Context: an optimization exercise on an open-source flow, tuned for small area and a short achievable clock period. The choices shown serve that exercise and are no tape-out recipe. In this exercise RTL edits were held to simulation tests only and were not proved equivalent to the original. Power and IR drop assume default switching activity.

## rev 12
Design processor, start of the top module:
module processor(
  input clk,
  input rst,
  input [31:0] instruction,
  output [31:0] instruction_addr);
Size in the first run: ~1,100 flip-flops.
export LEC_CHECK = 0
export CAP_MARGIN = 20
export CORE_MARGIN = 2
export CORE_UTILIZATION = 60
export PLACE_DENSITY = 0.72
export SETUP_SLACK_MARGIN = 2.5
export SLEW_MARGIN = 20
export SYNTH_HIERARCHICAL = 1
export SYNTH_MINIMUM_KEEP_SIZE = 0
export TNS_END_PERCENT = 5
create_clock -name core_clock -period 12.5 [get_ports {clk}]
run.sh (not shown) runs the stock make flow with config.mk's settings and CLKGATE_MAP_FILE= SYNTH_SCRIPT=/design/flow/synth_recipe.tcl, a recipe that flattens the netlist after the stock synthesis.
Rev 12 went all the way through synthesis, placement and routing and the layout is clean on timing, DRC and antenna.
Here is what was changed in the inputs of rev 13 compared with rev 12.
Settings: CORE_UTILIZATION now 55, was 60; PLACE_DENSITY now 0.68, was 0.72.
Results
Met2 track demand over resource in global routing (rev 13 over rev 12): decrease, 4.4 points
Clock group share of total power: rev 12 and rev 13 compared, higher one is rev 12
Diff rev 12 -> rev 13: met1 track utilization from global routing down 2.7 points; aggregate routed wire length down 1.0%; final RePlAce weighted congestion up 1.4%; setup slack down 0.081 ns.


processor, a different RTL version from the one above (not shown whole).
Size in the first run: about 4400 cells after synthesis, about 1100 flip-flops, about 65000 sq um of cells after synthesis.
make LEC_CHECK=0 CAP_MARGIN=20 CORE_MARGIN=2 CORE_UTILIZATION=60 PLACE_DENSITY=0.72 SETUP_SLACK_MARGIN=4 SLEW_MARGIN=20 SYNTH_HIERARCHICAL=1 SYNTH_MINIMUM_KEEP_SIZE=0 TNS_END_PERCENT=5 finish   # period 12.5 ns
Then changed:
Settings changed: SETUP_SLACK_MARGIN 4 to 2.5.
Effect: Final area came out lower by 2.8%; sequential share of layout area rises by 1.2 points; total power came out lower by 1.9%; first-iteration DRC count came out lower by 5.1%; count of clock-buffer cells in the layout falls by 2; area after synthesis does not change; die area does not change.


processor, a different RTL version from the one above (not shown whole).
Size in the first run: ~4300 cells after synthesis, about 1100 flip-flops.
Settings: LEC_CHECK=0, CAP_MARGIN=20, CORE_MARGIN=2, CORE_UTILIZATION=60, PLACE_DENSITY=0.72, SETUP_SLACK_MARGIN=4, SLEW_MARGIN=20, SYNTH_HIERARCHICAL=1, SYNTH_MINIMUM_KEEP_SIZE=0, TNS_END_PERCENT=5; clock period 12.5 ns.
The first run ran to the end with no violations.
Change:
Settings changed: SETUP_SLACK_MARGIN 4 to 2.5, TNS_END_PERCENT 5 to not set.
Effect: Hold slack degrades by 0.0066 ns. Count of clock-buffer cells in the layout went up by 6. Global-route usage went up by 2.4 points. Power went up by 5.2%. Routed wire length went up by 8.3%. Final area went up by 4.1%.


main:
Starting RTL as in the previous note.
Design processor, start of the top module:
module processor(
  input clk,
  input rst,
  input [31:0] instruction,
  output [31:0] instruction_addr);
Settings: LEC_CHECK=0, CAP_MARGIN=20, CORE_MARGIN=2, CORE_UTILIZATION=60, PLACE_DENSITY=0.72, SETUP_SLACK_MARGIN=1.5, SLEW_MARGIN=20, SYNTH_HIERARCHICAL=1, SYNTH_MINIMUM_KEEP_SIZE=0, TNS_END_PERCENT=5; clock period 12.5 ns.
main went all the way through the flow, and no timing, DRC or antenna check failed.
The following lists how the feature branch was set up differently from main:
# main
export LEC_CHECK = 0
export CAP_MARGIN = 20
export CORE_MARGIN = 2
export CORE_UTILIZATION = 60
export PLACE_DENSITY = 0.72
export SETUP_SLACK_MARGIN = 1.5
export SLEW_MARGIN = 20
export SYNTH_HIERARCHICAL = 1
export SYNTH_MINIMUM_KEEP_SIZE = 0
export TNS_END_PERCENT = 5
create_clock -name core_clock -period 12.5 [get_ports {clk}]
# the feature branch
export LEC_CHECK = 0
export CAP_MARGIN = 20
export CORE_MARGIN = 2
export CORE_UTILIZATION = 60
export PLACE_DENSITY = 0.72
export SETUP_SLACK_MARGIN = 2.5
export SLEW_MARGIN = 20
export SYNTH_HIERARCHICAL = 1
export SYNTH_MINIMUM_KEEP_SIZE = 0
export TNS_END_PERCENT = 5
create_clock -name core_clock -period 12.5 [get_ports {clk}]
Results
The feature branch and main all finish clean. Cell type of the slowest stage on the worst timing path = sky130_fd_sc_hd__clkdlybuf4s50_1: the feature branch; cell type of the slowest stage on the worst timing path = sky130_fd_sc_hd__or3b_2: main. Total placed instance area is lower on main. Cell class ranked first by area = multi-input combinational cells: the feature branch; cell class ranked first by area = registers: main. Of the feature branch and main, the feature branch shows the lower highest fanout seen on the critical path, with main above it. Summary: with main as the reference, cell count in the feature branch moved up by a few percent.

==> port drivers added, routing unchanged <==
Ports are ideal in the flow. The routed layouts listed here were re-timed in OpenROAD. Step 1: set_driving_cell puts a clkbuf_16 on clk and a buf_2 on each other input, an assumption about the parent block. Step 2 adds t to the input delays and takes it off the output delays; t is the mean of the earliest and latest rising clock arrival at the registers after step 1. Input paths then give back, and output paths get back, about the clock's delay inside the block. a / b / c = ideal ports / drivers / drivers and shift; a / b = the first two.
run | t, ns | setup slack, ns | worst setup path after step 2 | slew at the worst register clock pin (ns)
rev 12 | 0.757 | 2.556 / 2.278 / 1.521 | input to register | 0.07 / 0.07
rev 13 | 0.764 | 2.475 / 2.350 / 1.587 | input to register | 0.07 / 0.07
the first run of note 2 | 0.778 | 2.757 / 2.306 / 1.528 | input to register | 0.07 / 0.07
the second run of note 2 | 0.756 | 2.523 / 2.258 / 1.502 | input to register | 0.09 / 0.09
the first run of note 3 | 0.767 | 2.050 / 1.918 / 1.151 | input to register | 0.07 / 0.07
the second run of note 3 | 0.781 | 2.184 / 1.846 / 1.065 | input to register | 0.07 / 0.07
main | 0.756 | 1.627 / 1.622 / 0.867 | input to register | 0.07 / 0.07
the feature branch | 0.777 | 2.093 / 1.889 / 1.112 | input to register | 0.07 / 0.07
After both steps setup and hold are still met in every run listed. For the first run of note 2, which loses most, drivers alone change the setup slack by -0.451 ns; drivers and shift together by -1.229 ns.
